This is an optimization exercise on Yosys and OpenROAD, whose aim is small area and a short achievable clock period, not a production implementation. In this exercise RTL edits were held to simulation tests only and were not proved equivalent to the original. Power is estimated from default activity; no workload was simulated.

<file path="flow/run.sh">
#!/bin/bash
# Layout: the standard flow, except that synthesis maps no full or half
# adder cells (ADDER_MAP_FILE empty), so that abc maps the adder logic itself.
set -euo pipefail
bash standard.sh ADDER_MAP_FILE= finish > standard.log 2>&1
</file>
<file path="standard.sh">
#!/bin/bash
# synth_recipe.tcl (not shown) runs the flow's synth.tcl, then flattens the netlist and writes it again
# the make line also repeats each setting of config.mk as NAME=value (left out here)
make -C /OpenROAD-flow-scripts/flow DESIGN_CONFIG=/design/flow/config.mk WORK_HOME=/design/flow/orfs CLKGATE_MAP_FILE= SYNTH_SCRIPT=/design/flow/synth_recipe.tcl "${@:-finish}"
</file>
<file path="config.mk">
export PLATFORM = sky130hd
export DESIGN_NAME = KSA_pipe
export DESIGN_NICKNAME = KSA_pipe
export VERILOG_FILES = /design/flow/design.v
export SDC_FILE = /design/flow/constraint.sdc
export NUM_CORES = 4
export LEC_CHECK = 0
export ABC_AREA = 1
export CAP_MARGIN = 20
export CORE_MARGIN = 2
export CORE_UTILIZATION = 40
export SETUP_SLACK_MARGIN = 1.6
export SLEW_MARGIN = 20
</file>
<file path="constraint.sdc">
create_clock -name core_clock -period 3.4 [get_ports {clk}]
set_input_delay 0.6800 -clock core_clock [delete_from_list [all_inputs] [get_ports {clk}]]
set_output_delay 0.6800 -clock core_clock [all_outputs]
set_load 0.01 [all_outputs]
</file>
<file path="design.v">
module KSA (s, x);
   input  [79:0] x;
   output [64:0] s;
   wire bp1_1;
   wire bp2_2;
   wire bp3_3;
   wire bp4_4;
   wire bp5_5;
   wire bp6_6;
   wire bp7_7;
   wire bp8_8;
   wire bp9_9;
   wire bp10_10;
   wire bp11_11;
   wire bp12_12;
   wire bp13_13;
   wire bp14_14;
   wire bp15_15;
   wire s2_g16;
   wire s2_g17;
   wire s2_p18;
   wire s2_g19;
   wire s2_p20;
   wire s2_g21;
   wire s2_p22;
   wire s2_g23;
   wire s2_p24;
   wire s2_g25;
   wire s2_p26;
   wire s2_g27;
   wire s2_p28;
   wire s2_g29;
   wire s2_p30;
   wire s2_g31;
   wire s2_g32;
   wire s2_g33;
   wire s2_p34;
   wire s2_g35;
   wire s2_p36;
   wire s2_g37;
   wire s2_p38;
   wire s2_g39;
   wire s2_p40;
   wire s2_g41;
   wire s2_p42;
   wire s2_g43;
   wire s2_p44;
   wire s2_g45;
   wire s2_g46;
   wire s2_g47;
   wire s2_g48;
   wire s2_g49;
   wire s2_p50;
   wire s2_g51;
   wire s2_p52;
   wire s2_g53;
   wire s2_p54;
   wire s2_g55;
   wire s2_p56;
   wire s2_g57;
   wire s2_g58;
   wire s2_g59;
   wire s2_g60;
   wire s2_g61;
   wire s2_g62;
   wire s2_g63;
   wire s2_g64;
   assign bp1_1 = x[5] & x[6] & x[7] & x[8];
   assign bp2_2 = x[10] & x[11] & x[12] & x[13];
   assign bp3_3 = x[15] & x[16] & x[17] & x[18];
   assign bp4_4 = x[20] & x[21] & x[22] & x[23];
   assign bp5_5 = x[25] & x[26] & x[27] & x[28];
   assign bp6_6 = x[30] & x[31] & x[32] & x[33];
   assign bp7_7 = x[35] & x[36] & x[37] & x[38];
   assign bp8_8 = x[40] & x[41] & x[42] & x[43];
   assign bp9_9 = x[45] & x[46] & x[47] & x[48];
   assign bp10_10 = x[50] & x[51] & x[52] & x[53];
   assign bp11_11 = x[55] & x[56] & x[57] & x[58];
   assign bp12_12 = x[60] & x[61] & x[62] & x[63];
   assign bp13_13 = x[65] & x[66] & x[67] & x[68];
   assign bp14_14 = x[70] & x[71] & x[72] & x[73];
   assign bp15_15 = x[75] & x[76] & x[77] & x[78];
   assign s2_g16 = x[9] | (bp1_1 & x[4]);
   assign s2_g17 = x[19] | (bp3_3 & x[14]);
   assign s2_p18 = bp3_3 & bp2_2;
   assign s2_g19 = x[29] | (bp5_5 & x[24]);
   assign s2_p20 = bp5_5 & bp4_4;
   assign s2_g21 = x[39] | (bp7_7 & x[34]);
   assign s2_p22 = bp7_7 & bp6_6;
   assign s2_g23 = x[49] | (bp9_9 & x[44]);
   assign s2_p24 = bp9_9 & bp8_8;
   assign s2_g25 = x[59] | (bp11_11 & x[54]);
   assign s2_p26 = bp11_11 & bp10_10;
   assign s2_g27 = x[69] | (bp13_13 & x[64]);
   assign s2_p28 = bp13_13 & bp12_12;
   assign s2_g29 = x[79] | (bp15_15 & x[74]);
   assign s2_p30 = bp15_15 & bp14_14;
   assign s2_g31 = x[14] | (bp2_2 & s2_g16);
   assign s2_g32 = s2_g17 | (s2_p18 & s2_g16);
   assign s2_g33 = x[34] | (bp6_6 & s2_g19);
   assign s2_p34 = bp6_6 & s2_p20;
   assign s2_g35 = s2_g21 | (s2_p22 & s2_g19);
   assign s2_p36 = s2_p22 & s2_p20;
   assign s2_g37 = x[54] | (bp10_10 & s2_g23);
   assign s2_p38 = bp10_10 & s2_p24;
   assign s2_g39 = s2_g25 | (s2_p26 & s2_g23);
   assign s2_p40 = s2_p26 & s2_p24;
   assign s2_g41 = x[74] | (bp14_14 & s2_g27);
   assign s2_p42 = bp14_14 & s2_p28;
   assign s2_g43 = s2_g29 | (s2_p30 & s2_g27);
   assign s2_p44 = s2_p30 & s2_p28;
   assign s2_g45 = x[24] | (bp4_4 & s2_g32);
   assign s2_g46 = s2_g19 | (s2_p20 & s2_g32);
   assign s2_g47 = s2_g33 | (s2_p34 & s2_g32);
   assign s2_g48 = s2_g35 | (s2_p36 & s2_g32);
   assign s2_g49 = x[64] | (bp12_12 & s2_g39);
   assign s2_p50 = bp12_12 & s2_p40;
   assign s2_g51 = s2_g27 | (s2_p28 & s2_g39);
   assign s2_p52 = s2_p28 & s2_p40;
   assign s2_g53 = s2_g41 | (s2_p42 & s2_g39);
   assign s2_p54 = s2_p42 & s2_p40;
   assign s2_g55 = s2_g43 | (s2_p44 & s2_g39);
   assign s2_p56 = s2_p44 & s2_p40;
   assign s2_g57 = x[44] | (bp8_8 & s2_g48);
   assign s2_g58 = s2_g23 | (s2_p24 & s2_g48);
   assign s2_g59 = s2_g37 | (s2_p38 & s2_g48);
   assign s2_g60 = s2_g39 | (s2_p40 & s2_g48);
   assign s2_g61 = s2_g49 | (s2_p50 & s2_g48);
   assign s2_g62 = s2_g51 | (s2_p52 & s2_g48);
   assign s2_g63 = s2_g53 | (s2_p54 & s2_g48);
   assign s2_g64 = s2_g55 | (s2_p56 & s2_g48);
   assign s[0] = x[0];
   assign s[1] = x[1];
   assign s[2] = x[2];
   assign s[3] = x[3];
   assign s[4] = x[5] ^ x[4];
   assign s[5] = x[6] ^ x[4] & x[5];
   assign s[6] = x[7] ^ x[4] & x[5] & x[6];
   assign s[7] = x[8] ^ x[4] & x[5] & x[6] & x[7];
   assign s[8] = x[10] ^ s2_g16;
   assign s[9] = x[11] ^ s2_g16 & x[10];
   assign s[10] = x[12] ^ s2_g16 & x[10] & x[11];
   assign s[11] = x[13] ^ s2_g16 & x[10] & x[11] & x[12];
   assign s[12] = x[15] ^ s2_g31;
   assign s[13] = x[16] ^ s2_g31 & x[15];
   assign s[14] = x[17] ^ s2_g31 & x[15] & x[16];
   assign s[15] = x[18] ^ s2_g31 & x[15] & x[16] & x[17];
   assign s[16] = x[20] ^ s2_g32;
   assign s[17] = x[21] ^ s2_g32 & x[20];
   assign s[18] = x[22] ^ s2_g32 & x[20] & x[21];
   assign s[19] = x[23] ^ s2_g32 & x[20] & x[21] & x[22];
   assign s[20] = x[25] ^ s2_g45;
   assign s[21] = x[26] ^ s2_g45 & x[25];
   assign s[22] = x[27] ^ s2_g45 & x[25] & x[26];
   assign s[23] = x[28] ^ s2_g45 & x[25] & x[26] & x[27];
   assign s[24] = x[30] ^ s2_g46;
   assign s[25] = x[31] ^ s2_g46 & x[30];
   assign s[26] = x[32] ^ s2_g46 & x[30] & x[31];
   assign s[27] = x[33] ^ s2_g46 & x[30] & x[31] & x[32];
   assign s[28] = x[35] ^ s2_g47;
   assign s[29] = x[36] ^ s2_g47 & x[35];
   assign s[30] = x[37] ^ s2_g47 & x[35] & x[36];
   assign s[31] = x[38] ^ s2_g47 & x[35] & x[36] & x[37];
   assign s[32] = x[40] ^ s2_g48;
   assign s[33] = x[41] ^ s2_g48 & x[40];
   assign s[34] = x[42] ^ s2_g48 & x[40] & x[41];
   assign s[35] = x[43] ^ s2_g48 & x[40] & x[41] & x[42];
   assign s[36] = x[45] ^ s2_g57;
   assign s[37] = x[46] ^ s2_g57 & x[45];
   assign s[38] = x[47] ^ s2_g57 & x[45] & x[46];
   assign s[39] = x[48] ^ s2_g57 & x[45] & x[46] & x[47];
   assign s[40] = x[50] ^ s2_g58;
   assign s[41] = x[51] ^ s2_g58 & x[50];
   assign s[42] = x[52] ^ s2_g58 & x[50] & x[51];
   assign s[43] = x[53] ^ s2_g58 & x[50] & x[51] & x[52];
   assign s[44] = x[55] ^ s2_g59;
   assign s[45] = x[56] ^ s2_g59 & x[55];
   assign s[46] = x[57] ^ s2_g59 & x[55] & x[56];
   assign s[47] = x[58] ^ s2_g59 & x[55] & x[56] & x[57];
   assign s[48] = x[60] ^ s2_g60;
   assign s[49] = x[61] ^ s2_g60 & x[60];
   assign s[50] = x[62] ^ s2_g60 & x[60] & x[61];
   assign s[51] = x[63] ^ s2_g60 & x[60] & x[61] & x[62];
   assign s[52] = x[65] ^ s2_g61;
   assign s[53] = x[66] ^ s2_g61 & x[65];
   assign s[54] = x[67] ^ s2_g61 & x[65] & x[66];
   assign s[55] = x[68] ^ s2_g61 & x[65] & x[66] & x[67];
   assign s[56] = x[70] ^ s2_g62;
   assign s[57] = x[71] ^ s2_g62 & x[70];
   assign s[58] = x[72] ^ s2_g62 & x[70] & x[71];
   assign s[59] = x[73] ^ s2_g62 & x[70] & x[71] & x[72];
   assign s[60] = x[75] ^ s2_g63;
   assign s[61] = x[76] ^ s2_g63 & x[75];
   assign s[62] = x[77] ^ s2_g63 & x[75] & x[76];
   assign s[63] = x[78] ^ s2_g63 & x[75] & x[76] & x[77];
   assign s[64] = s2_g64;
endmodule
module KSA_pipe(s, a, b, c, clk);
   input [63:0] a;
   input [63:0] b;
   input        c;
   input        clk;
   output [64:0] s;
   wire [79:0] x;
   reg  [79:0] xr;
   wire [64:0] sOut;
   reg  [64:0] sr;
   wire s1b0_p1;
   wire s1b0_p2;
   wire s1b0_p3;
   wire s1b0_p4;
   wire s1b0_g5;
   wire s1b0_g6;
   wire s1b0_g7;
   wire s1b0_g8;
   wire s1b0_g9;
   wire s1b0_g10;
   wire s1b0_g11;
   wire s1b0_g12;
   wire s1b1_p13;
   wire s1b1_p14;
   wire s1b1_p15;
   wire s1b1_p16;
   wire s1b1_g17;
   wire s1b1_g18;
   wire s1b1_g19;
   wire s1b1_g20;
   wire s1b1_g21;
   wire s1b1_g22;
   wire s1b1_g23;
   wire s1b2_p24;
   wire s1b2_p25;
   wire s1b2_p26;
   wire s1b2_p27;
   wire s1b2_g28;
   wire s1b2_g29;
   wire s1b2_g30;
   wire s1b2_g31;
   wire s1b2_g32;
   wire s1b2_g33;
   wire s1b2_g34;
   wire s1b3_p35;
   wire s1b3_p36;
   wire s1b3_p37;
   wire s1b3_p38;
   wire s1b3_g39;
   wire s1b3_g40;
   wire s1b3_g41;
   wire s1b3_g42;
   wire s1b3_g43;
   wire s1b3_g44;
   wire s1b3_g45;
   wire s1b4_p46;
   wire s1b4_p47;
   wire s1b4_p48;
   wire s1b4_p49;
   wire s1b4_g50;
   wire s1b4_g51;
   wire s1b4_g52;
   wire s1b4_g53;
   wire s1b4_g54;
   wire s1b4_g55;
   wire s1b4_g56;
   wire s1b5_p57;
   wire s1b5_p58;
   wire s1b5_p59;
   wire s1b5_p60;
   wire s1b5_g61;
   wire s1b5_g62;
   wire s1b5_g63;
   wire s1b5_g64;
   wire s1b5_g65;
   wire s1b5_g66;
   wire s1b5_g67;
   wire s1b6_p68;
   wire s1b6_p69;
   wire s1b6_p70;
   wire s1b6_p71;
   wire s1b6_g72;
   wire s1b6_g73;
   wire s1b6_g74;
   wire s1b6_g75;
   wire s1b6_g76;
   wire s1b6_g77;
   wire s1b6_g78;
   wire s1b7_p79;
   wire s1b7_p80;
   wire s1b7_p81;
   wire s1b7_p82;
   wire s1b7_g83;
   wire s1b7_g84;
   wire s1b7_g85;
   wire s1b7_g86;
   wire s1b7_g87;
   wire s1b7_g88;
   wire s1b7_g89;
   wire s1b8_p90;
   wire s1b8_p91;
   wire s1b8_p92;
   wire s1b8_p93;
   wire s1b8_g94;
   wire s1b8_g95;
   wire s1b8_g96;
   wire s1b8_g97;
   wire s1b8_g98;
   wire s1b8_g99;
   wire s1b8_g100;
   wire s1b9_p101;
   wire s1b9_p102;
   wire s1b9_p103;
   wire s1b9_p104;
   wire s1b9_g105;
   wire s1b9_g106;
   wire s1b9_g107;
   wire s1b9_g108;
   wire s1b9_g109;
   wire s1b9_g110;
   wire s1b9_g111;
   wire s1b10_p112;
   wire s1b10_p113;
   wire s1b10_p114;
   wire s1b10_p115;
   wire s1b10_g116;
   wire s1b10_g117;
   wire s1b10_g118;
   wire s1b10_g119;
   wire s1b10_g120;
   wire s1b10_g121;
   wire s1b10_g122;
   wire s1b11_p123;
   wire s1b11_p124;
   wire s1b11_p125;
   wire s1b11_p126;
   wire s1b11_g127;
   wire s1b11_g128;
   wire s1b11_g129;
   wire s1b11_g130;
   wire s1b11_g131;
   wire s1b11_g132;
   wire s1b11_g133;
   wire s1b12_p134;
   wire s1b12_p135;
   wire s1b12_p136;
   wire s1b12_p137;
   wire s1b12_g138;
   wire s1b12_g139;
   wire s1b12_g140;
   wire s1b12_g141;
   wire s1b12_g142;
   wire s1b12_g143;
   wire s1b12_g144;
   wire s1b13_p145;
   wire s1b13_p146;
   wire s1b13_p147;
   wire s1b13_p148;
   wire s1b13_g149;
   wire s1b13_g150;
   wire s1b13_g151;
   wire s1b13_g152;
   wire s1b13_g153;
   wire s1b13_g154;
   wire s1b13_g155;
   wire s1b14_p156;
   wire s1b14_p157;
   wire s1b14_p158;
   wire s1b14_p159;
   wire s1b14_g160;
   wire s1b14_g161;
   wire s1b14_g162;
   wire s1b14_g163;
   wire s1b14_g164;
   wire s1b14_g165;
   wire s1b14_g166;
   wire s1b15_p167;
   wire s1b15_p168;
   wire s1b15_p169;
   wire s1b15_p170;
   wire s1b15_g171;
   wire s1b15_g172;
   wire s1b15_g173;
   wire s1b15_g174;
   wire s1b15_g175;
   wire s1b15_g176;
   wire s1b15_g177;
   assign s1b0_p1 = a[0] ^ b[0];
   assign s1b0_p2 = a[1] ^ b[1];
   assign s1b0_p3 = a[2] ^ b[2];
   assign s1b0_p4 = a[3] ^ b[3];
   assign s1b0_g5 = a[0] & b[0];
   assign s1b0_g6 = a[1] & b[1];
   assign s1b0_g7 = a[2] & b[2];
   assign s1b0_g8 = a[3] & b[3];
   assign s1b0_g9 = s1b0_g5 | (s1b0_p1 & c);
   assign s1b0_g10 = s1b0_g6 | (s1b0_p2 & s1b0_g9);
   assign s1b0_g11 = s1b0_g7 | (s1b0_p3 & s1b0_g10);
   assign s1b0_g12 = s1b0_g8 | (s1b0_p4 & s1b0_g11);
   assign x[0] = s1b0_p1 ^ c;
   assign x[1] = s1b0_p2 ^ s1b0_g9;
   assign x[2] = s1b0_p3 ^ s1b0_g10;
   assign x[3] = s1b0_p4 ^ s1b0_g11;
   assign x[4] = s1b0_g12;
   assign s1b1_p13 = a[4] ^ b[4];
   assign s1b1_p14 = a[5] ^ b[5];
   assign s1b1_p15 = a[6] ^ b[6];
   assign s1b1_p16 = a[7] ^ b[7];
   assign s1b1_g17 = a[4] & b[4];
   assign s1b1_g18 = a[5] & b[5];
   assign s1b1_g19 = a[6] & b[6];
   assign s1b1_g20 = a[7] & b[7];
   assign s1b1_g21 = s1b1_g18 | (s1b1_p14 & s1b1_g17);
   assign s1b1_g22 = s1b1_g19 | (s1b1_p15 & s1b1_g21);
   assign s1b1_g23 = s1b1_g20 | (s1b1_p16 & s1b1_g22);
   assign x[5] = s1b1_p13;
   assign x[6] = s1b1_p14 ^ s1b1_g17;
   assign x[7] = s1b1_p15 ^ s1b1_g21;
   assign x[8] = s1b1_p16 ^ s1b1_g22;
   assign x[9] = s1b1_g23;
   assign s1b2_p24 = a[8] ^ b[8];
   assign s1b2_p25 = a[9] ^ b[9];
   assign s1b2_p26 = a[10] ^ b[10];
   assign s1b2_p27 = a[11] ^ b[11];
   assign s1b2_g28 = a[8] & b[8];
   assign s1b2_g29 = a[9] & b[9];
   assign s1b2_g30 = a[10] & b[10];
   assign s1b2_g31 = a[11] & b[11];
   assign s1b2_g32 = s1b2_g29 | (s1b2_p25 & s1b2_g28);
   assign s1b2_g33 = s1b2_g30 | (s1b2_p26 & s1b2_g32);
   assign s1b2_g34 = s1b2_g31 | (s1b2_p27 & s1b2_g33);
   assign x[10] = s1b2_p24;
   assign x[11] = s1b2_p25 ^ s1b2_g28;
   assign x[12] = s1b2_p26 ^ s1b2_g32;
   assign x[13] = s1b2_p27 ^ s1b2_g33;
   assign x[14] = s1b2_g34;
   assign s1b3_p35 = a[12] ^ b[12];
   assign s1b3_p36 = a[13] ^ b[13];
   assign s1b3_p37 = a[14] ^ b[14];
   assign s1b3_p38 = a[15] ^ b[15];
   assign s1b3_g39 = a[12] & b[12];
   assign s1b3_g40 = a[13] & b[13];
   assign s1b3_g41 = a[14] & b[14];
   assign s1b3_g42 = a[15] & b[15];
   assign s1b3_g43 = s1b3_g40 | (s1b3_p36 & s1b3_g39);
   assign s1b3_g44 = s1b3_g41 | (s1b3_p37 & s1b3_g43);
   assign s1b3_g45 = s1b3_g42 | (s1b3_p38 & s1b3_g44);
   assign x[15] = s1b3_p35;
   assign x[16] = s1b3_p36 ^ s1b3_g39;
   assign x[17] = s1b3_p37 ^ s1b3_g43;
   assign x[18] = s1b3_p38 ^ s1b3_g44;
   assign x[19] = s1b3_g45;
   assign s1b4_p46 = a[16] ^ b[16];
   assign s1b4_p47 = a[17] ^ b[17];
   assign s1b4_p48 = a[18] ^ b[18];
   assign s1b4_p49 = a[19] ^ b[19];
   assign s1b4_g50 = a[16] & b[16];
   assign s1b4_g51 = a[17] & b[17];
   assign s1b4_g52 = a[18] & b[18];
   assign s1b4_g53 = a[19] & b[19];
   assign s1b4_g54 = s1b4_g51 | (s1b4_p47 & s1b4_g50);
   assign s1b4_g55 = s1b4_g52 | (s1b4_p48 & s1b4_g54);
   assign s1b4_g56 = s1b4_g53 | (s1b4_p49 & s1b4_g55);
   assign x[20] = s1b4_p46;
   assign x[21] = s1b4_p47 ^ s1b4_g50;
   assign x[22] = s1b4_p48 ^ s1b4_g54;
   assign x[23] = s1b4_p49 ^ s1b4_g55;
   assign x[24] = s1b4_g56;
   assign s1b5_p57 = a[20] ^ b[20];
   assign s1b5_p58 = a[21] ^ b[21];
   assign s1b5_p59 = a[22] ^ b[22];
   assign s1b5_p60 = a[23] ^ b[23];
   assign s1b5_g61 = a[20] & b[20];
   assign s1b5_g62 = a[21] & b[21];
   assign s1b5_g63 = a[22] & b[22];
   assign s1b5_g64 = a[23] & b[23];
   assign s1b5_g65 = s1b5_g62 | (s1b5_p58 & s1b5_g61);
   assign s1b5_g66 = s1b5_g63 | (s1b5_p59 & s1b5_g65);
   assign s1b5_g67 = s1b5_g64 | (s1b5_p60 & s1b5_g66);
   assign x[25] = s1b5_p57;
   assign x[26] = s1b5_p58 ^ s1b5_g61;
   assign x[27] = s1b5_p59 ^ s1b5_g65;
   assign x[28] = s1b5_p60 ^ s1b5_g66;
   assign x[29] = s1b5_g67;
   assign s1b6_p68 = a[24] ^ b[24];
   assign s1b6_p69 = a[25] ^ b[25];
   assign s1b6_p70 = a[26] ^ b[26];
   assign s1b6_p71 = a[27] ^ b[27];
   assign s1b6_g72 = a[24] & b[24];
   assign s1b6_g73 = a[25] & b[25];
   assign s1b6_g74 = a[26] & b[26];
   assign s1b6_g75 = a[27] & b[27];
   assign s1b6_g76 = s1b6_g73 | (s1b6_p69 & s1b6_g72);
   assign s1b6_g77 = s1b6_g74 | (s1b6_p70 & s1b6_g76);
   assign s1b6_g78 = s1b6_g75 | (s1b6_p71 & s1b6_g77);
   assign x[30] = s1b6_p68;
   assign x[31] = s1b6_p69 ^ s1b6_g72;
   assign x[32] = s1b6_p70 ^ s1b6_g76;
   assign x[33] = s1b6_p71 ^ s1b6_g77;
   assign x[34] = s1b6_g78;
   assign s1b7_p79 = a[28] ^ b[28];
   assign s1b7_p80 = a[29] ^ b[29];
   assign s1b7_p81 = a[30] ^ b[30];
   assign s1b7_p82 = a[31] ^ b[31];
   assign s1b7_g83 = a[28] & b[28];
   assign s1b7_g84 = a[29] & b[29];
   assign s1b7_g85 = a[30] & b[30];
   assign s1b7_g86 = a[31] & b[31];
   assign s1b7_g87 = s1b7_g84 | (s1b7_p80 & s1b7_g83);
   assign s1b7_g88 = s1b7_g85 | (s1b7_p81 & s1b7_g87);
   assign s1b7_g89 = s1b7_g86 | (s1b7_p82 & s1b7_g88);
   assign x[35] = s1b7_p79;
   assign x[36] = s1b7_p80 ^ s1b7_g83;
   assign x[37] = s1b7_p81 ^ s1b7_g87;
   assign x[38] = s1b7_p82 ^ s1b7_g88;
   assign x[39] = s1b7_g89;
   assign s1b8_p90 = a[32] ^ b[32];
   assign s1b8_p91 = a[33] ^ b[33];
   assign s1b8_p92 = a[34] ^ b[34];
   assign s1b8_p93 = a[35] ^ b[35];
   assign s1b8_g94 = a[32] & b[32];
   assign s1b8_g95 = a[33] & b[33];
   assign s1b8_g96 = a[34] & b[34];
   assign s1b8_g97 = a[35] & b[35];
   assign s1b8_g98 = s1b8_g95 | (s1b8_p91 & s1b8_g94);
   assign s1b8_g99 = s1b8_g96 | (s1b8_p92 & s1b8_g98);
   assign s1b8_g100 = s1b8_g97 | (s1b8_p93 & s1b8_g99);
   assign x[40] = s1b8_p90;
   assign x[41] = s1b8_p91 ^ s1b8_g94;
   assign x[42] = s1b8_p92 ^ s1b8_g98;
   assign x[43] = s1b8_p93 ^ s1b8_g99;
   assign x[44] = s1b8_g100;
   assign s1b9_p101 = a[36] ^ b[36];
   assign s1b9_p102 = a[37] ^ b[37];
   assign s1b9_p103 = a[38] ^ b[38];
   assign s1b9_p104 = a[39] ^ b[39];
   assign s1b9_g105 = a[36] & b[36];
   assign s1b9_g106 = a[37] & b[37];
   assign s1b9_g107 = a[38] & b[38];
   assign s1b9_g108 = a[39] & b[39];
   assign s1b9_g109 = s1b9_g106 | (s1b9_p102 & s1b9_g105);
   assign s1b9_g110 = s1b9_g107 | (s1b9_p103 & s1b9_g109);
   assign s1b9_g111 = s1b9_g108 | (s1b9_p104 & s1b9_g110);
   assign x[45] = s1b9_p101;
   assign x[46] = s1b9_p102 ^ s1b9_g105;
   assign x[47] = s1b9_p103 ^ s1b9_g109;
   assign x[48] = s1b9_p104 ^ s1b9_g110;
   assign x[49] = s1b9_g111;
   assign s1b10_p112 = a[40] ^ b[40];
   assign s1b10_p113 = a[41] ^ b[41];
   assign s1b10_p114 = a[42] ^ b[42];
   assign s1b10_p115 = a[43] ^ b[43];
   assign s1b10_g116 = a[40] & b[40];
   assign s1b10_g117 = a[41] & b[41];
   assign s1b10_g118 = a[42] & b[42];
   assign s1b10_g119 = a[43] & b[43];
   assign s1b10_g120 = s1b10_g117 | (s1b10_p113 & s1b10_g116);
   assign s1b10_g121 = s1b10_g118 | (s1b10_p114 & s1b10_g120);
   assign s1b10_g122 = s1b10_g119 | (s1b10_p115 & s1b10_g121);
   assign x[50] = s1b10_p112;
   assign x[51] = s1b10_p113 ^ s1b10_g116;
   assign x[52] = s1b10_p114 ^ s1b10_g120;
   assign x[53] = s1b10_p115 ^ s1b10_g121;
   assign x[54] = s1b10_g122;
   assign s1b11_p123 = a[44] ^ b[44];
   assign s1b11_p124 = a[45] ^ b[45];
   assign s1b11_p125 = a[46] ^ b[46];
   assign s1b11_p126 = a[47] ^ b[47];
   assign s1b11_g127 = a[44] & b[44];
   assign s1b11_g128 = a[45] & b[45];
   assign s1b11_g129 = a[46] & b[46];
   assign s1b11_g130 = a[47] & b[47];
   assign s1b11_g131 = s1b11_g128 | (s1b11_p124 & s1b11_g127);
   assign s1b11_g132 = s1b11_g129 | (s1b11_p125 & s1b11_g131);
   assign s1b11_g133 = s1b11_g130 | (s1b11_p126 & s1b11_g132);
   assign x[55] = s1b11_p123;
   assign x[56] = s1b11_p124 ^ s1b11_g127;
   assign x[57] = s1b11_p125 ^ s1b11_g131;
   assign x[58] = s1b11_p126 ^ s1b11_g132;
   assign x[59] = s1b11_g133;
   assign s1b12_p134 = a[48] ^ b[48];
   assign s1b12_p135 = a[49] ^ b[49];
   assign s1b12_p136 = a[50] ^ b[50];
   assign s1b12_p137 = a[51] ^ b[51];
   assign s1b12_g138 = a[48] & b[48];
   assign s1b12_g139 = a[49] & b[49];
   assign s1b12_g140 = a[50] & b[50];
   assign s1b12_g141 = a[51] & b[51];
   assign s1b12_g142 = s1b12_g139 | (s1b12_p135 & s1b12_g138);
   assign s1b12_g143 = s1b12_g140 | (s1b12_p136 & s1b12_g142);
   assign s1b12_g144 = s1b12_g141 | (s1b12_p137 & s1b12_g143);
   assign x[60] = s1b12_p134;
   assign x[61] = s1b12_p135 ^ s1b12_g138;
   assign x[62] = s1b12_p136 ^ s1b12_g142;
   assign x[63] = s1b12_p137 ^ s1b12_g143;
   assign x[64] = s1b12_g144;
   assign s1b13_p145 = a[52] ^ b[52];
   assign s1b13_p146 = a[53] ^ b[53];
   assign s1b13_p147 = a[54] ^ b[54];
   assign s1b13_p148 = a[55] ^ b[55];
   assign s1b13_g149 = a[52] & b[52];
   assign s1b13_g150 = a[53] & b[53];
   assign s1b13_g151 = a[54] & b[54];
   assign s1b13_g152 = a[55] & b[55];
   assign s1b13_g153 = s1b13_g150 | (s1b13_p146 & s1b13_g149);
   assign s1b13_g154 = s1b13_g151 | (s1b13_p147 & s1b13_g153);
   assign s1b13_g155 = s1b13_g152 | (s1b13_p148 & s1b13_g154);
   assign x[65] = s1b13_p145;
   assign x[66] = s1b13_p146 ^ s1b13_g149;
   assign x[67] = s1b13_p147 ^ s1b13_g153;
   assign x[68] = s1b13_p148 ^ s1b13_g154;
   assign x[69] = s1b13_g155;
   assign s1b14_p156 = a[56] ^ b[56];
   assign s1b14_p157 = a[57] ^ b[57];
   assign s1b14_p158 = a[58] ^ b[58];
   assign s1b14_p159 = a[59] ^ b[59];
   assign s1b14_g160 = a[56] & b[56];
   assign s1b14_g161 = a[57] & b[57];
   assign s1b14_g162 = a[58] & b[58];
   assign s1b14_g163 = a[59] & b[59];
   assign s1b14_g164 = s1b14_g161 | (s1b14_p157 & s1b14_g160);
   assign s1b14_g165 = s1b14_g162 | (s1b14_p158 & s1b14_g164);
   assign s1b14_g166 = s1b14_g163 | (s1b14_p159 & s1b14_g165);
   assign x[70] = s1b14_p156;
   assign x[71] = s1b14_p157 ^ s1b14_g160;
   assign x[72] = s1b14_p158 ^ s1b14_g164;
   assign x[73] = s1b14_p159 ^ s1b14_g165;
   assign x[74] = s1b14_g166;
   assign s1b15_p167 = a[60] ^ b[60];
   assign s1b15_p168 = a[61] ^ b[61];
   assign s1b15_p169 = a[62] ^ b[62];
   assign s1b15_p170 = a[63] ^ b[63];
   assign s1b15_g171 = a[60] & b[60];
   assign s1b15_g172 = a[61] & b[61];
   assign s1b15_g173 = a[62] & b[62];
   assign s1b15_g174 = a[63] & b[63];
   assign s1b15_g175 = s1b15_g172 | (s1b15_p168 & s1b15_g171);
   assign s1b15_g176 = s1b15_g173 | (s1b15_p169 & s1b15_g175);
   assign s1b15_g177 = s1b15_g174 | (s1b15_p170 & s1b15_g176);
   assign x[75] = s1b15_p167;
   assign x[76] = s1b15_p168 ^ s1b15_g171;
   assign x[77] = s1b15_p169 ^ s1b15_g175;
   assign x[78] = s1b15_p170 ^ s1b15_g176;
   assign x[79] = s1b15_g177;
   always @(posedge clk)
     xr <= x;
   KSA adder (.s(sOut), .x(xr));
   always @(posedge clk)
     sr <= sOut;
   assign s = sr;
endmodule
</file>
==> results of run 1 <==
area by class of cell:
type                       count  area [um^2]  share of cell area, %
multi-input combinational    468         3160                   35.0
inverter                      62          233                   2.58
tap                          188          235                   2.60
timing repair buffer         196         1890                   20.9
sequential                   145         2910                   32.2
clock buffer                  19          453                   5.01
clock inverter                13          150                   1.66
kinds of logic (layout without fill, tap and decap cells):
logic type	Yosys count	in the layout	share of synthesized area, %
flip-flops	145	145	46.6
adder cells (fa/ha/maj)	31	31	4.98
AND/OR/NAND/NOR	260	261	21.6
AO/OA/AOI/OAI	42	42	3.94
buffers and inverters	62	290	3.74
XOR/XNOR	134	134	19.1
worst paths after layout:
kind	start	to	cells past startpoint
max	b[9]	xr[14]	5
min	xr[2]	sr[2]	0
max reg2reg	xr[47]	sr[61]	11
min reg2reg	xr[2]	sr[2]	0
routing by layer:
| layer | up-vias | GRT usage (%) | share of wire, % |
|---|---|---|---|
| met4 | 0 | 6.14 | 1.9 |
| met3 | 16 | 5.95 | 5.6 |
| met1 | 2176 | 17.7 | 41 |
| met5 | - | 0 | 0 |
| li1 | 2555 | - | - |
| met2 | 112 | 28.9 | 52 |
flip-flops by register name, summed over array words and instances (netlist names):
signal  count
xr         80
sr         65
cells in the mapped netlist:
master    number  area, um^2
and3_1         1        6.26
xnor2_2        2        32.5
nand4_1       20         125
a21o_1         1        7.51
maj3_1        31         310
nand4_2        1        12.5
nor3_4         1        16.3
and2_1         1        6.26
nand3_2        2        20.0
nand4_4        1        21.3
dfxtp_1      145        2900
o21ai_1        8        40.0
inv_1         60         225
nor2_1        76         285
a21oi_1        9        45.0
nor2_2        10        62.6
nand3_4        1        17.5
o21ai_0       16        80.1
inv_2          2        7.51
nand2_8        1        20.0
o21bai_2       1        11.3
nor2_8         2        40.0
nand2_2       23         144
xor2_1       112         981
nor2_4         4        45.0
xnor2_1       20         175
nand2_4       11         124
nand3_1        4        20.0
nand2_1      101         379
a21oi_2        7        61.3
power by group:
part	internal [mW]	switching [mW]	leakage (nW)
combinational	0.551	0.552	2.67
clock	1.13	0.720	0.279
sequential	2.03	0.167	1.22
what timing repair did:
item	CTS	global route
resized for setup	76	42
endpoints found under the setup margin	74	33
cloned	0	1
setup buffers	1	1
pin swaps	1	4
metrics by stage:
step	instances	hold slack (ns)
floorplan	674	0.310
global placement	1056	0.312
detailed placement	1056	0.313
CTS	1089	0.328
global route	1091	0.335
finish	1091	0.326
==> flow_summary_export.csv, run 1 <==
group,metric,value,unit
cells_and_area,nets,1020,
cells_and_area,finish.instance_area,0.00903,mm^2
clocking,htreeDepth,4,
status,outcome,"timing/DRC/antenna clean",
floorplanning,die_area,0.0166,mm^2
pwr,fin_total_pwr,5.15,mW
floorplanning,io_pins,195,
worst_setup_path,r2r_setup_slack,1.75,ns
floorplanning,num_rows,45,
detailed_routing,drtIter0Drc,153,
worst_setup_path,critPathSlowestCell,"clkdlybuf4s50_1",
sta,fmax,565,MHz
sta,hold_viol_final,0,
synth,ys_ff_latch,145,
sta,final.setup.worst_slack,1.63,ns
pwr,peakVddDrop,359,uV
pwr,powerDensity,570,mW/mm^2
global_route,grt_pass1_vias,4686,
synth,netlist_area,0.00622,mm^2
clocking,clk_pin_slew,0.06,ns
global_route,grt_pass1_wl,21000,um
global_route,gr-total-overflow,0,
worst_setup_path,crit_top_cell,"maj3_1",
clocking,cts_root_buffer,"clkbuf_16",
sta,min_period,1.77,ns
sta,skew,0.00913,ns
worst_setup_path,end_kind,"flop",
place,place.gp.congestion,0.803,
clocking,cts_tree,"yes",
worst_setup_path,cp_max_fo,3,
sta,slew-limit-headroom,71.1,%
hold_path,hold_class,"flop to flop",
floorplanning,core_area,0.0152,mm^2
global_route,grt_max_degree,17,
sta,finalCritPeriodShare,52.0,%
global_route,antenna_found_initial,0,
synth,ys_warn_count,1,
place,io_buffers,194,
clocking,cts_hold_buf,0,
clocking,cts.path.max_buffers,2,
floorplanning,die_h,129,um
synth,synthDistinctLibCells,30,
place,pre_cts_ws,1.08,ns
place,place_area,0.00840,mm^2
worst_setup_path,crit_type,"primary input to flop",
clocking,worst_skew_pair.late_latency,0.41,ns
detailed_routing,ant_nets,0,
cells_and_area,layout_common_cells,"dfxtp_1 (140), clkdlybuf4s50_1 (123), xor2_1 (112)",
run,cap_viol_max_count,0,
sta,setup-tns-final,0,ns
sta,tightest_slew,0.433,ns
cells_and_area,area_growth,45.1,%
cells_and_area,drive_gt1_share,15.2,%
clocking,clock-sinks,145,
cells_and_area,final_util,59.4,%
detailed_routing,wl_per_cell,12.1,um
worst_setup_path,crit_path_start_kind,"primary input",
synth,syn_area_per_cell,9.24,um^2
worst_setup_path,crit_arrival,2.06,ns
cells_and_area,fillers,1365,
worst_setup_path,required,3.69,ns
detailed_routing,firstDrtPassIters,4,
detailed_routing,wl,13200,um
synth,synthCells,674,
place,dp_hpwl,10700,um
worst_setup_path,slowest_delay,0.45,ns
detailed_routing,drc,0,
worst_setup_path,crit_family,"adder cells",
detailed_routing,vias,4859,
synth,syn_nets,804,
worst_setup_path,critPathBufInv,1,
sta,slew_viol_final,0,
cells_and_area,layout_commonest_cell,"dfxtp_1",
pwr,leakagePower,4.17,nW
floorplanning,die_w,129,um
clocking,cts_buffers,17,
sta,rsz0062_at_grt,"true",
synth,ys_seq_area_share,46.6,%
worst_setup_path,crit_chain,"clkdlybuf4s50_1 -> nor2_1 -> o21ai_1 -> maj3_1 -> maj3_1",
cells_and_area,antenna_cells,0,
detailed_routing,viasPerCell,4.45,
floorplanning,initial_core_util,40.9,%
sta,setup_viol,0,
global_route,grt_usage,16.3,%
==> run 2, diff against run 1 <==
--- a/config.mk
+++ b/config.mk
@@ -10,4 +10,4 @@
 export CORE_MARGIN = 2
 export CORE_UTILIZATION = 40
-export SETUP_SLACK_MARGIN = 1.6
+export SETUP_SLACK_MARGIN = 2.0
 export SLEW_MARGIN = 20
==> run 2 against run 1 <==
Clock power up 9.7%. Sequential power up 3%. Flip-flop and latch count unchanged. Synthesized area unchanged. Critical path type is now flop to flop.
==> flow_summary_export.csv, run 2 <==
group,metric,value,unit
status,outcome,"timing/DRC/antenna clean",
synth,synth_compound_area_share,3.94,%
synth,ys_ff_latch,145,
detailed_routing,drc,0,
synth,synthSimpleGateAreaFrac,21.6,%
clocking,htreeDepth,4,
worst_setup_path,r2r_end,"sr[62]",
place,pre_cts_ws,1.19,ns
clocking,cts_hold_buf,0,
cells_and_area,nets,1082,
global_route,grt_usage,17.6,%
floorplanning,io_pins,195,
worst_setup_path,rr_startpoint,"xr[51]",
worst_setup_path,crit_type,"flop to flop",
global_route,grt_pass1_wl,23000,um
synth,synth_top_family_by_area,"simple AND/OR/NAND/NOR gates",
cells_and_area,largest_register_ffs,80,
floorplanning,initial_core_util,40.9,%
detailed_routing,wl,14200,um
sta,skew,0.00721,ns
place,place.gp.congestion,0.731,
cells_and_area,instances_no_fill,1155,
cells_and_area,layout_commonest_cell,"xor2_1",
cells_and_area,final_util,66.4,%
place,io_buffers,194,
worst_setup_path,required,3.70,ns
hold_path,min-delay-start,"xr[1]",
synth,synth_most_common_cell,"dfxtp_1",
worst_setup_path,crit_arrival,1.87,ns
cells_and_area,layout_common_cells,"xor2_1 (112), dfxtp_2 (78), nand2_1 (66)",
global_route,antenna_found_initial,2,
synth,yosysTopAreaCell,"dfxtp_1",
clocking,worst_skew_pair.late_latency,0.41,ns
sta,setup_viol,0,
clocking,cts_tree,"yes",
detailed_routing,firstDrtPassIters,4,
place,place_area,0.00875,mm^2
worst_setup_path,end_kind,"flop",
cells_and_area,area_growth,62.1,%
synth,synthAdderAreaFrac,4.98,%
global_route,grt_max_degree,17,
detailed_routing,vias,5162,
synth,synth_edf_count,0,
hold_path,hold_class,"flop to flop",
synth,synthCells,674,
floorplanning,core_area,0.0152,mm^2
detailed_routing,wl_per_cell,12.3,um
clocking,cts_root_buffer,"clkbuf_16",
sta,hold_viol_final,0,
synth,ys_top_cells_by_area,"dfxtp_1 (47%), xor2_1 (16%), nand2_1 (6.1%)",
cells_and_area,finish.instance_area,0.0101,mm^2
synth,synth-main-ff-cell,"dfxtp_1",
floorplanning,die_area,0.0166,mm^2
worst_setup_path,cp_max_fo,5,
synth,muxShareOfSynthArea,0,%
worst_setup_path,crit_chain,"nand4_4 -> buf_4 -> nor3_4 -> nand3_4 -> nand2_4 -> nand2_2 -> xnor2_2",
cells_and_area,regArea,0.00302,mm^2
sta,setup-tns-final,0,ns
clocking,clk_pin_slew,0.06,ns
clocking,clock-sinks,145,
sta,final.setup.worst_slack,1.83,ns
worst_setup_path,crit_path_start_kind,"flop",
synth,syn_area_per_cell,9.24,um^2
floorplanning,num_rows,45,
sta,rsz0062_at_grt,"true",
cells_and_area,drive_gt1_share,49.5,%
global_route,grt_pass1_vias,5220,
sta,tightest_slew,0.369,ns
synth,syn_nets,804,
hold_path,min_path_cells,0,
pwr,peakVddDrop,408,uV
detailed_routing,ant_nets,0,
synth,synth-async-reset-ratio,0,%
worst_setup_path,slowest_delay,0.39,ns
sta,slew_viol_final,0,
run,cap_viol_max_count,0,
clocking,cts.path.max_buffers,2,
cells_and_area,fillers,1257,
hold_path,holdPathEnd,"sr[1]",
worst_setup_path,critPathSlowestCell,"dfxtp_2",
worst_setup_path,r2r_cells,7,
place,dp.cells,1056,
synth,synthDistinctLibCells,30,
synth,synth_top_area_share,46.6,%
sta,min_period,1.57,ns
synth,ys_warn_count,1,
cells_and_area,multi_input_area,0.00376,mm^2
floorplanning,die_h,129,um
synth,synth_common_cells,"dfxtp_1 (145), xor2_1 (112), nand2_1 (101)",
sta,fmax,638,MHz
cells_and_area,reg_top3,"xr x80, sr x65",
detailed_routing,viasPerCell,4.47,
cells_and_area,regMostFlops,"xr",
pwr,powerDensity,562,mW/mm^2
synth,ys_seq_area_share,46.6,%
worst_setup_path,r2r_setup_slack,1.83,ns
pwr,leakagePower,4.63,nW
floorplanning,die_w,129,um
clocking,cts_buffers,17,
synth,netlist_area,0.00622,mm^2
sta,finalCritPeriodShare,46.1,%
detailed_routing,drtIter0Drc,146,
place,dp_hpwl,10500,um
synth,synthXorXnorAreaFrac,19.1,%
sta,slew-limit-headroom,75.3,%
global_route,gr-total-overflow,0,
-- run 2: changes by cell type in the layout (fill, tap and decap cells not counted), sizes merged --
cell,change
buf,+146
bufinv,+3
clkbuf,+14
clkdlybuf4s15,+26
clkdlybuf4s50,-89
clkinv,+1
clkinvlp,-3
diode,+2
dlygate4sd2,-26
dlymetal6s2s,-6
inv,-4
-- run 2: where the power goes --
group          leakage [nW]  internal, mW  switching [mW]
clock                 0.316          1.36           0.672
sequential             1.23          2.07           0.193
combinational          3.09         0.715           0.661
total                  4.63          4.14            1.53
-- run 2: stage by stage --
stage	hold WS (ns)	power, mW
CTS	0.326	5.62
global placement	0.312	3.50
floorplan	0.310	2.83
finish	0.326	5.67
detailed placement	0.312	3.52
global route	0.334	5.96
-- run 2: repair_timing --
item,4_1_cts,5_1_grt
gates resized for setup,563,116
pin swaps,57,62
setup endpoints to repair,143,141
hold endpoints to repair,0,0
gates cloned,1,0
setup buffers,47,17
-- run 2: cell type report --
class	count	share of cell area (%)
Tap cell	188	2.33
Clock buffer	22	4.70
Sequential cell	145	30.0
Clock inverter	10	1.79
Antenna cell	2	0.0496
Inverter	62	2.31
Timing Repair Buffer	258	21.6
Multi-Input combinational cell	468	37.3
-- run 2: routing by layer --
layer	track usage [%]	share of wire [%]
met1	18.8	38
met2	31.3	52
met3	6.20	7.8
met4	8.06	2.3
met5	0	0
-- run 2: worst max path at each step --
| stage | startpoint | endpoint | cells past startpoint |
|---|---|---|---|
| 2_1_floorplan | b[0] | xr[3] | 6 |
| 3_3_place_gp | b[0] | xr[3] | 7 |
| 3_5_place_dp | b[0] | xr[3] | 7 |
| 4_1_cts | sr[16] | s[16] | 1 |
| 5_1_grt | xr[11] | sr[43] | 10 |
| 6_report | xr[51] | sr[62] | 7 |
-- run 2: worst max-delay path, delay by kind of cell (launching register included) --
kind	cells	cell delay, ns
buffers and inverters	1	0.17
DFF	1	0.39
and+or+nand+nor	5	0.77
xor gates and xnor gates	1	0.12
-- run 2: cells by family (layout without fill, tap and decap cells) --
family / Yosys count / count (layout)
xor gates and xnor gates: 134 / 134
buffers and inverters: 62 / 352
other: 0 / 2
AOI/OAI and AO/OA: 42 / 42
adders and majority gates: 31 / 31
and+or+nand+nor: 260 / 261
DFF: 145 / 145
==> run 3, diff against run 2 <==
==> flow/run.sh (replaced) <==
#!/bin/bash
# Layout: the standard flow (standard.sh) with these changes: synthesis maps
# no full or half adder cells (ADDER_MAP_FILE empty), so abc maps the adder logic
# itself; and the make variables below for port buffers and clock tree synthesis.
set -euo pipefail
bash standard.sh ADDER_MAP_FILE= BUFFER_PORTS_ARGS=-buffer_cell\ sky130_fd_sc_hd__buf_2 finish > standard.log 2>&1
==> run 3 against run 2 <==
Clock-buffer cell count fell by 1. Core utilization fell by 3.9 points. Synthesized area did not move. Non-clock buffer count fell by 20. Global-route usage fell by 1.4 points. Largest cell class unchanged. Sequential share of layout area rose by 2.0 points. Register-to-register slack got worse by 0.04 ns. Fmax fell by 2.7%. Clock skew rose by 0.0029 ns. Die area did not move. Worst setup slack got worse by 0.043 ns. Via count rose by 0.27%.
==> flow_summary_export.csv, run 3 <==
group,metric,value,unit
floorplanning,initial_core_util,40.9,%
floorplanning,die_area,0.0166,mm^2
worst_setup_path,crit_type,"flop to flop",
pwr,p_int,3.87,mW
sta,min_period,1.61,ns
sta,setup-tns-final,0,ns
synth,ys_warn_count,1,
place,place.gp.congestion,0.799,
detailed_routing,ant_nets,0,
cells_and_area,layout_common_cells,"buf_2 (150), xor2_1 (112), dfxtp_2 (83)",
worst_setup_path,rr_startpoint,"xr[10]",
place,dp.cells,1056,
sta,final.setup.worst_slack,1.79,ns
cells_and_area,antenna_cells,0,
detailed_routing,viasPerCell,4.57,
detailed_routing,vias,5176,
detailed_routing,wl,13800,um
clocking,cts_tree,"yes",
sta,finalCritPeriodShare,47.4,%
synth,ys_seq_area_share,46.6,%
global_route,grt_usage,16.2,%
clocking,worst_skew_pair.late_latency,0.41,ns
sta,rsz0062_at_grt,"true",
synth,netlist_area,0.00622,mm^2
synth,synth_edf_count,0,
worst_setup_path,critPathSlowestCell,"dfxtp_2",
cells_and_area,fillers,1268,
hold_path,min-delay-start,"xr[2]",
synth,synth-async-reset-ratio,0,%
hold_path,holdPathEnd,"sr[2]",
place,pre_cts_ws,1.59,ns
worst_setup_path,r2r_end,"sr[58]",
pwr,power_frac_comb,25.0,%
synth,syn_nets,804,
worst_setup_path,required,3.70,ns
clocking,clk_pin_slew,0.06,ns
cells_and_area,layout_commonest_cell,"buf_2",
run,cap_viol_max_count,0,
cells_and_area,regMostFlops,"xr",
worst_setup_path,critPathBufInv,0,
cells_and_area,nets,1062,
worst_setup_path,crit_family,"simple AND/OR/NAND/NOR gates",
detailed_routing,drtIter0Drc,144,
sta,slew_viol_final,0,
worst_setup_path,end_kind,"flop",
clocking,cts_buffers,17,
clocking,cts.path.max_buffers,2,
place,io_buffers,194,
sta,hold_viol_final,0,
global_route,grt_max_degree,17,
sta,whs,0.326,ns
floorplanning,die_w,129,um
pwr,p_clk_share,32.8,%
worst_setup_path,r2r_setup_slack,1.79,ns
floorplanning,die_h,129,um
floorplanning,io_pins,195,
worst_setup_path,cp_max_fo,5,
worst_setup_path,slowest_delay,0.34,ns
pwr,seqPwrFrac,42.2,%
sta,tightest_slew,0.405,ns
global_route,gr-total-overflow,0,
status,outcome,"timing/DRC/antenna clean",
sta,skew,0.0101,ns
pwr,powerDensity,569,mW/mm^2
detailed_routing,wl_per_cell,12.2,um
hold_path,hold_class,"flop to flop",
floorplanning,core_area,0.0152,mm^2
worst_setup_path,crit_arrival,1.91,ns
clocking,htreeDepth,4,
detailed_routing,drc,0,
hold_path,min_path_cells,0,
synth,yosysTopAreaCell,"dfxtp_1",
cells_and_area,reg_top3,"xr x80, sr x65",
synth,ys_top_cells_by_area,"dfxtp_1 (47%), xor2_1 (16%), nand2_1 (6.1%)",
place,dp_hpwl,9940,um
synth,synth_most_common_cell,"dfxtp_1",
pwr,fin_total_pwr,5.40,mW
clocking,cts_root_buffer,"clkbuf_16",
global_route,grt_pass1_vias,5014,
sta,slew-limit-headroom,72.9,%
worst_setup_path,crit_chain,"nand4_1 -> nor2_4 -> nand2_4 -> nand2_8 -> nand2_8 -> nand2_8 -> nand2_4 -> nand2_4 -> nand2_2 -> o21ai_1 -> nand2_1",
worst_setup_path,cp.depth,11,
cells_and_area,area_growth,52.5,%
synth,synth_common_cells,"dfxtp_1 (145), xor2_1 (112), nand2_1 (101)",
pwr,peakVddDrop,354,uV
synth,syn_area_per_cell,9.24,um^2
synth,synth_top_area_share,46.6,%
detailed_routing,firstDrtPassIters,4,
synth,ys_ff_latch,145,
cells_and_area,largest_register_ffs,80,
global_route,grt_pass1_wl,21300,um
synth,synthCells,674,
cells_and_area,instances_no_fill,1133,
sta,setup_viol,0,
clocking,clock-sinks,145,
cells_and_area,drive_gt1_share,58.8,%
floorplanning,num_rows,45,
synth,synthDistinctLibCells,30,
pwr,swShare,28.3,%
pwr,leakagePower,4.43,nW
synth,synth-main-ff-cell,"dfxtp_1",
worst_setup_path,r2r_cells,11,
worst_setup_path,crit_path_start_kind,"flop",
global_route,antenna_found_initial,0,
sta,fmax,620,MHz
pwr,switchingPower,1.53,mW
run 3: cell count changes in the layout (fill, tap and decap cells not counted), moves of 5 or more:
cell	before	now
buf_2	45	150
dlygate4sd2_1	39	0
clkdlybuf4s50_1	34	0
buf_4	59	38
clkdlybuf4s15_1	18	0
clkbuf_2	11	0
clkdlybuf4s15_2	8	0
dfxtp_1	61	55
buf_6	43	48
dfxtp_2	78	83
run 3: how the worst max path moves through the flow:
stage                  end  startpoint  slack [ns]
floorplan            xr[3]        b[0]        1.81
global placement     xr[3]        b[0]        1.63
detailed placement   xr[3]        b[0]        1.59
CTS                 sr[63]       xr[5]        1.81
global route        sr[58]      xr[11]        1.69
finish              sr[58]      xr[10]        1.79
run 3: final cells by class:
type,count,area [um^2],area share (%)
Multi-Input combinational cell,468,3800,40.1
Timing Repair Buffer,238,1620,17.0
Tap cell,188,235,2.48
Sequential cell,145,3030,31.9
Inverter,62,233,2.45
Clock inverter,11,113,1.19
Clock buffer,21,460,4.85
run 3: repair_timing:
action	4_1_cts	5_1_grt
resized for setup	95	126
pin swaps	26	42
endpoints found under the setup margin	110	116
gates cloned	1	0
hold buffers	0	0
buffers inserted	23	21
run 3: logic make-up after synthesis:
kind of cell    after synthesis  share of synthesized area [%]
compound gates               42                           3.94
xor+xnor                    134                           19.1
fa+ha+maj                    31                           4.98
buf+inv                      62                           3.74
flops                       145                           46.6
simple gates                260                           21.6
run 3: worst reg2reg max path: cells and delay by family, from the launching register on:
family	cells	cell delay, ns
compound gates	1	0.12
flops	1	0.34
simple gates	10	1.05
run 3: metrics by stage:
stage          cell area (um^2)  utilization, %
3_5_place_dp               7780            51.2
2_1_floorplan              6570               -
4_1_cts                    8870            58.3
3_3_place_gp               7780            51.2
6_report                   9490            62.5
5_1_grt                    9490            62.5
run 3: power by group through the flow:
stage / Combinational, mW / Clock (mW) / Sequential (mW)
after CTS: 1.19 / 1.81 / 2.24
after global placement: 0.994 / 0 / 2.24
after detailed placement: 1.01 / 0 / 2.24
after global routing: 1.47 / 1.89 / 2.31
after floorplan: 0.522 / 0 / 2.31
final: 1.35 / 1.77 / 2.28
run 3: metal layers:
metal  share of wire [%]  GRT usage, %  vias to the layer above
met5                   0             0                        -
met4                 2.1          7.23                        0
met3                 6.3          5.61                       19
met2                  53          29.4                      144
met1                  39          16.9                     2383
li1                    -             -                     2630
==> run 4, diff against run 3 <==
==> flow/run.sh (replaced) <==
#!/bin/bash
# Layout: the standard flow (standard.sh) with these changes: synthesis maps
# no full or half adder cells (ADDER_MAP_FILE empty), so abc maps the adder logic
# itself; and the make variables below for port buffers and clock tree synthesis.
set -euo pipefail
bash standard.sh ADDER_MAP_FILE= BUFFER_PORTS_ARGS=-buffer_cell\ sky130_fd_sc_hd__buf_1 CTS_ARGS=-sink_clustering_enable\ -repair_clock_nets\ -dont_use_dummy_load\ -buf_list\ sky130_fd_sc_hd__clkbuf_8\ -sink_clustering_size\ 24\ -sink_clustering_max_diameter\ 80 finish > standard.log 2>&1
==> run 4 against run 3 <==
Worst setup slack lost 0.0094 ns. Synthesized area is the same. Hold slack is essentially flat. Via count shrank 5.0%. Clock power shrank 45%. Combinational power shrank 7%. First-iteration DRC count shrank 31%. Cell area shrank 7.5%. Fmax shrank 0.58%. Critical endpoint is now sr[35]. Largest power group unchanged. Highest routed layer unchanged.
==> flow_summary_export.csv, run 4 <==
group,metric,value,unit
global_route,grt_max_degree,17,
sta,slew-limit-headroom,75.6,%
cells_and_area,layout_common_cells,"buf_1 (127), xor2_1 (112), dfxtp_2 (74)",
clocking,cts_root_buffer,"clkbuf_8",
floorplanning,num_rows,45,
detailed_routing,ant_nets,0,
run,cap_viol_max_count,0,
clocking,cts_hold_buf,0,
pwr,powerDensity,510,mW/mm^2
pwr,peakVddDrop,227,uV
detailed_routing,drtIter0Drc,100,
synth,ys_seq_area_share,46.6,%
sta,finalCritPeriodShare,47.7,%
floorplanning,die_area,0.0166,mm^2
cells_and_area,drive_gt1_share,42.8,%
clocking,clk_pin_slew,0.08,ns
clocking,cts.path.max_buffers,2,
sta,hold_viol_final,0,
synth,synthDistinctLibCells,30,
synth,ys_top_cells_by_area,"dfxtp_1 (47%), xor2_1 (16%), nand2_1 (6.1%)",
sta,skew,0.0213,ns
clocking,cts_buffers,17,
floorplanning,initial_core_util,40.9,%
synth,synth_common_cells,"dfxtp_1 (145), xor2_1 (112), nand2_1 (101)",
detailed_routing,vias,4918,
place,place.gp.congestion,0.795,
worst_setup_path,cp_max_fo,5,
place,io_buffers,194,
worst_setup_path,crit_path_start_kind,"flop",
global_route,grt_pass1_vias,4434,
cells_and_area,instances_no_fill,1111,
clocking,clock-sinks,145,
worst_setup_path,crit_type,"flop to flop",
global_route,grt_usage,14.8,%
status,outcome,"timing/DRC/antenna clean",
clocking,worst_skew_pair.late_latency,0.45,ns
detailed_routing,wl,12100,um
sta,fmax,617,MHz
floorplanning,io_pins,195,
cells_and_area,layout_commonest_cell,"buf_1",
sta,setup_viol,0,
floorplanning,die_w,129,um
place,dp.cells,1056,
worst_setup_path,required,3.71,ns
synth,syn_area_per_cell,9.24,um^2
cells_and_area,final_util,57.8,%
global_route,gr-total-overflow,0,
global_route,antenna_found_initial,0,
floorplanning,core_area,0.0152,mm^2
synth,synth_most_common_cell,"dfxtp_1",
hold_path,hold_class,"flop to flop",
synth,netlist_area,0.00622,mm^2
cells_and_area,regMostFlops,"xr",
synth,synth-async-reset-ratio,0,%
synth,synth_top_area_share,46.6,%
sta,tightest_slew,0.365,ns
synth,synthCells,674,
floorplanning,die_h,129,um
detailed_routing,wl_per_cell,10.9,um
synth,synth_edf_count,0,
global_route,grt_pass1_wl,19100,um
synth,ys_ff_latch,145,
sta,slew_viol_final,0,
cells_and_area,nets,1055,
pwr,leakagePower,3.88,nW
cells_and_area,largest_register_ffs,80,
cells_and_area,area_growth,41.1,%
worst_setup_path,crit_arrival,1.93,ns
clocking,htreeDepth,4,
cells_and_area,reg_top3,"xr x80, sr x65",
cells_and_area,antenna_cells,0,
sta,rsz0062_at_grt,"true",
detailed_routing,viasPerCell,4.43,
synth,syn_nets,804,
synth,yosysTopAreaCell,"dfxtp_1",
sta,min_period,1.62,ns
sta,whs,0.327,ns
worst_setup_path,end_kind,"flop",
clocking,cts_tree,"yes",
detailed_routing,firstDrtPassIters,4,
pwr,fin_total_pwr,4.48,mW
place,dp_hpwl,8960,um
sta,setup-tns-final,0,ns
detailed_routing,drc,0,
synth,ys_warn_count,1,
synth,synth-main-ff-cell,"dfxtp_1",
-- run 4: where the power goes --
group / switching (mW) / internal, mW
registers: 0.195 / 2.07
logic: 0.613 / 0.639
clock network: 0.529 / 0.439
total: 1.34 / 3.14
-- run 4: cell type report --
| cell class | instances | area [um^2] |
|---|---|---|
| Timing Repair Buffer | 231 | 1360 |
| Sequential cell | 145 | 3020 |
| Inverter | 62 | 233 |
| Tap cell | 188 | 235 |
| Clock buffer | 17 | 234 |
| Multi-Input combinational cell | 468 | 3690 |
| Fill cell | 1356 | 6420 |
-- run 4: worst max-delay path: stages, from the launching register on --
cell and delay [ns]:
dfxtp_2 0.34, nand4_1 0.18, nor2_4 0.18, nand2_4 0.08, nand2_8 0.09, nand2_8 0.08, nand2_8 0.14, nand2_4 0.06
nor2_4 0.15, nand2_2 0.06, xor2_1 0.13
-- run 4: routing by layer --
metal	GRT usage [%]	share of wire (%)	wire, um
met5	0	0	0
met4	7.23	2.4	286
met3	6.11	7.3	884
met2	24.1	48	5750
met1	16.9	43	5140
-- run 4: per-stage QoR --
| step | area, um^2 | setup slack (ns) |
|---|---|---|
| after floorplan | 6570 | 1.81 |
| after global placement | 7540 | 1.57 |
| after detailed placement | 7540 | 1.54 |
| after CTS | 8390 | 1.78 |
| after global routing | 8780 | 1.66 |
| final | 8780 | 1.78 |
-- run 4: cell families after synthesis --
group           count (synthesis)  share of synthesized area, %
flops                         145                          46.6
compound gates                 42                          3.94
fa+ha+maj                      31                          4.98
buf+inv                        62                          3.74
xor+xnor                      134                          19.1
simple gates                  260                          21.6
-- run 4: repair_timing --
| item | CTS | global route |
|---|---|---|
| pin swaps | 22 | 27 |
| endpoints found under the setup margin | 112 | 117 |
| setup buffers | 23 | 14 |
| gates cloned | 1 | 0 |
| resized for setup | 159 | 93 |
-- run 4: path summary, 6_finish.rpt --
path         slack [ns]    from     end  cells past startpoint
max                1.78  xr[10]  sr[35]                     10
min                0.33   xr[0]   sr[0]                      0
max reg2reg        1.78  xr[10]  sr[35]                     10
min reg2reg        0.33   xr[0]   sr[0]                      0

re-timing with driven ports:
In the flow no input, the clock included, has a driving cell. The finished layouts below were timed again as built, in two steps. Step 1, drivers: a clkbuf_16 drives clk and a buf_2 each remaining input, both assumed. Step 2 times the ports against the registers' clock, not the clock port: input delays grow and output delays shrink by t, the midpoint of the rising clock arrivals with the driver on. a / b / c = ideal ports / drivers / drivers and shift; a / b = the first two.
run | shift t [ns] | setup WS [ns] | worst register clock-pin slew, ns
run 1 | 0.449 | 1.630 / 1.642 / 1.194 | 0.06 / 0.06
run 2 | 0.453 | 1.831 / 1.828 / 1.563 | 0.06 / 0.06
run 3 | 0.446 | 1.788 / 1.788 / 1.596 | 0.06 / 0.06
run 4 | 0.470 | 1.779 / 1.779 / 1.607 | 0.08 / 0.08
After both steps every run listed still meets setup and hold. For run 1, which loses most, drivers alone change the setup slack by +0.012 ns; drivers and shift together by -0.436 ns.
